What follows belongs to an exercise in optimizing a design on an open flow for small area; a production flow would make more cautious choices. Only simulation tests tie the RTL to the original design; equivalence was not proved. No activity file was given, so power comes from the tool's default toggle rates.

// uart_top
module uart_top (
  input  logic        pclk,
  input  logic        presetn,
  input  logic        psel,
  input  logic        penable,
  input  logic        pwrite,
  input  logic [31:0] paddr,
  input  logic [31:0] pwdata,
  input  logic        uart_rxd,
  output logic        pready,
  output logic [31:0] prdata,
  output logic        uart_txd,
  output logic        uart_intpt
);
  logic apb_acc;
  always_ff @(posedge pclk or negedge presetn)
    if (!presetn) apb_acc <= 1'b0;
    else          apb_acc <= ~apb_acc & psel;
  logic rd_en, wr_en;
  assign rd_en  = apb_acc & penable & ~pwrite;
  assign wr_en  = apb_acc & penable &  pwrite;
  assign pready = 1'b1;
  logic thr_wr_en, rbr_rd_en;
  assign thr_wr_en = wr_en & (paddr[7:0] == 8'h00);
  assign rbr_rd_en = rd_en & (paddr[7:0] == 8'h00);
  logic [2:0] ier;
  logic       fifoen, rxclr, txclr;
  logic [1:0] rxfiftl;
  logic [1:0] wls;
  logic       stb, pen, eps, sp, loop;
  logic [7:0] dll, dlh;
  logic       utrst, urrst;
  always_ff @(posedge pclk or negedge presetn)
    if (!presetn)                         ier <= 3'b0;
    else if (wr_en & (paddr[7:0] == 8'h04)) ier <= pwdata[2:0];
  logic [14:0] pw;
  assign pw = pwdata[14:0] & {15{presetn}};
  logic fcr_ld, lcr_ld, dll_ld, dlh_ld, pwr_ld;
  assign fcr_ld = ~presetn | (wr_en & (paddr[7:0] == 8'h08));
  assign lcr_ld = ~presetn | (wr_en & (paddr[7:0] == 8'h0C));
  assign dll_ld = ~presetn | (wr_en & (paddr[7:0] == 8'h20));
  assign dlh_ld = ~presetn | (wr_en & (paddr[7:0] == 8'h24));
  assign pwr_ld = ~presetn | (wr_en & (paddr[7:0] == 8'h30));
  always_ff @(posedge pclk) begin
    if (fcr_ld) {rxfiftl, txclr, rxclr, fifoen} <= {pw[7:6], pw[2:0]};
    if (lcr_ld) {loop, sp, eps, pen, stb, wls} <= {pw[7], pw[5:0]};
    if (dll_ld) dll <= pw[7:0];
    if (dlh_ld) dlh <= pw[7:0];
    if (pwr_ld) {utrst, urrst} <= pw[14:13];
  end
  logic [14:0] comp_value;
  assign comp_value = {dlh, dll[7:1]};
  logic [14:0] cnt_rx, cnt_tx;
  logic [4:0]  bc_rx, bc_tx;      
  logic        inc_rx, inc_tx;    
  logic        comp_rx, comp_tx;
  logic        tx_idle;
  assign comp_rx = (cnt_rx == comp_value);
  assign comp_tx = (cnt_tx == comp_value);
  always_ff @(posedge pclk) begin
  ...
Size: about 450 flip-flops, ~20,000 µm² of cells after synthesis.
export LEC_CHECK = 0
export CAP_MARGIN = 0
export CORE_MARGIN = 2
export CORE_UTILIZATION = 65
export SLEW_MARGIN = 0
create_clock -name core_clock -period 10.0 [get_ports {pclk}]
standard.sh (not shown) runs the stock make flow with config.mk's settings and CLKGATE_MAP_FILE= SYNTH_SCRIPT=/design/flow/synth_recipe.tcl, a recipe that flattens the netlist after the stock synthesis.
==> flow/flow/run.sh <==
#!/bin/bash
# The standard layout (standard.sh) with these changes:
#  - port buffers are buf_1 cells;
#  - before global placement, cells are swapped for same-area variants with more drive
#    (flow/same_area_upsize.tcl);
#  - clock tree synthesis uses clkbuf_16 cells on clusters of up to 30 sinks and inserts no
#    dummy loads.
# The full output of the flow goes to standard.log.
set -euo pipefail
export BUFFER_PORTS_ARGS="-buffer_cell sky130_fd_sc_hd__buf_1"
export PRE_GLOBAL_PLACE_TCL="$PWD/flow/same_area_upsize.tcl"
export CTS_ARGS="-sink_clustering_enable -repair_clock_nets -sink_clustering_size 30 -sink_clustering_max_diameter 100 -buf_list sky130_fd_sc_hd__clkbuf_16 -dont_use_dummy_load"
bash standard.sh finish > standard.log 2>&1
==> flow/flow/same_area_upsize.tcl <==
# Swap cells for the variant of the same area with the larger drive (and max capacitance),
# so that fewer nets need repair buffers. Registers are not touched.
set swaps {
  sky130_fd_sc_hd__o21ai_0   sky130_fd_sc_hd__o21ai_1
  sky130_fd_sc_hd__a21boi_0  sky130_fd_sc_hd__a21boi_1
  sky130_fd_sc_hd__and2_0    sky130_fd_sc_hd__and2_1
  sky130_fd_sc_hd__o311ai_0  sky130_fd_sc_hd__o311ai_1
  sky130_fd_sc_hd__or2_0     sky130_fd_sc_hd__or2_1
}
set n 0
foreach inst [get_cells *] {
  set ref [get_property $inst ref_name]
  set i [lsearch -exact $swaps $ref]
  if { $i >= 0 && $i % 2 == 0 } {
    replace_cell $inst [lindex $swaps [expr {$i + 1}]]
    incr n
  }
}
puts "same_area_upsize: swapped $n cells"
Edit:
--- a/flow/design.v
+++ b/flow/design.v
@@ -58,24 +58,18 @@
   assign comp_rx = (cnt_rx == comp_value);
   assign comp_tx = (cnt_tx == comp_value);
   always_ff @(posedge pclk) begin
     cnt_rx <= (~presetn | ~urrst | comp_rx) ? 15'd1 : cnt_rx + 15'd1;
     cnt_tx <= (~presetn | tx_idle | comp_tx) ? 15'd1 : cnt_tx + 15'd1;
   end
-  always_ff @(posedge pclk or negedge presetn)
-    if (!presetn) begin
-      bc_rx   <= 5'd0;
-      bc_tx   <= 5'd0;
-      inc_rx  <= 1'b0;
-      inc_tx  <= 1'b0;
-    end else begin
-      bc_rx   <= bc_rx + comp_rx;
-      bc_tx   <= bc_tx + comp_tx;
-      inc_rx  <= comp_rx & bc_rx[0];
-      inc_tx  <= comp_tx & bc_tx[0];
-    end
+  always_ff @(posedge pclk) begin
+    bc_rx  <= presetn ? bc_rx + comp_rx : 5'd0;
+    bc_tx  <= presetn ? bc_tx + comp_tx : 5'd0;
+    inc_rx <= comp_rx & bc_rx[0];
+    inc_tx <= comp_tx & bc_tx[0];
+  end
   logic [3:0] sc;
   assign sc = bc_rx[4:1];
   logic voting_edge, sample_edge, transmit_edge;
   assign voting_edge   = inc_rx & urrst & ((sc == 4'd6) | (sc == 4'd7) | (sc == 4'd8));
   assign sample_edge   = inc_rx & urrst & (sc == 4'd9);
   assign transmit_edge = inc_tx & ~tx_idle & (bc_tx[4:1] == 4'd15);
@@ -269,22 +263,22 @@
   assign receive_done = (rs_wait & ~all_zero & rx_data) | (rs_break & rx_data);
   assign uart_break   = rs_break & ~rx_data;
   logic serial_in;
   assign serial_in = loop ? loop_txd : uart_rxd;
   always_ff @(posedge pclk or negedge presetn)
     if (!presetn) begin
-      rstate <= R_IDLE;
       vote   <= 3'b0;
       rsh    <= 10'b0;
     end else begin
-      rstate <= rnext;
       if (~rs_idle & voting_edge)   vote <= {serial_in, vote[2:1]};
       if (rs_recv & sample_edge)    rsh  <= {rx_data, rsh[9:1]};
     end
-  always_ff @(posedge pclk)
-    fcnt <= ~rs_recv ? 4'd0 : fcnt + sample_edge;
+  always_ff @(posedge pclk) begin
+    rstate <= presetn ? rnext : R_IDLE;
+    fcnt   <= ~rs_recv ? 4'd0 : fcnt + sample_edge;
+  end
   always_comb
     case ({pen, wls})
       3'b000: rsr_data = {3'b0, rsh[8:4]};
       3'b001: rsr_data = {2'b0, rsh[8:3]};
       3'b010: rsr_data = {1'b0, rsh[8:2]};
       3'b011: rsr_data = rsh[8:1];
Effect:
- area after synthesis goes up slightly
- design area barely changes
- total power stays flat
- utilization went down by 0.19 points
- via count goes up by a few percent
- non-clock buffer count rose by 2
- synthesized cell count is higher slightly

==> separate check: timing with driven ports <==
Ports are ideal in the flow. The routed layouts listed here were re-timed in OpenROAD.
Step 1 (the two cells are an assumption about what drives the block):
set clk [get_ports {pclk}]
set_driving_cell -lib_cell sky130_fd_sc_hd__clkbuf_16 $clk
set_driving_cell -lib_cell sky130_fd_sc_hd__buf_2 [delete_from_list [all_inputs] $clk]
Step 2 also shifts input and output timing later by t, the mid clock arrival at the registers, as if the neighbouring blocks saw the same clock.
Three values: ideal ports, drivers, drivers and shift; two values: the first two.
run | t, ns | setup slack, ns | hold slack, ns
the first run | 0.582 | 3.854 / 3.802 / 3.913 | 0.464 / 0.464 / 0.464
the second run | 0.581 | 4.146 / 4.094 / 4.130 | 0.461 / 0.461 / 0.461
After both steps setup and hold are still met in every run listed. For the second run, which loses most, drivers alone change the setup slack by -0.052 ns; drivers and shift together by -0.016 ns.
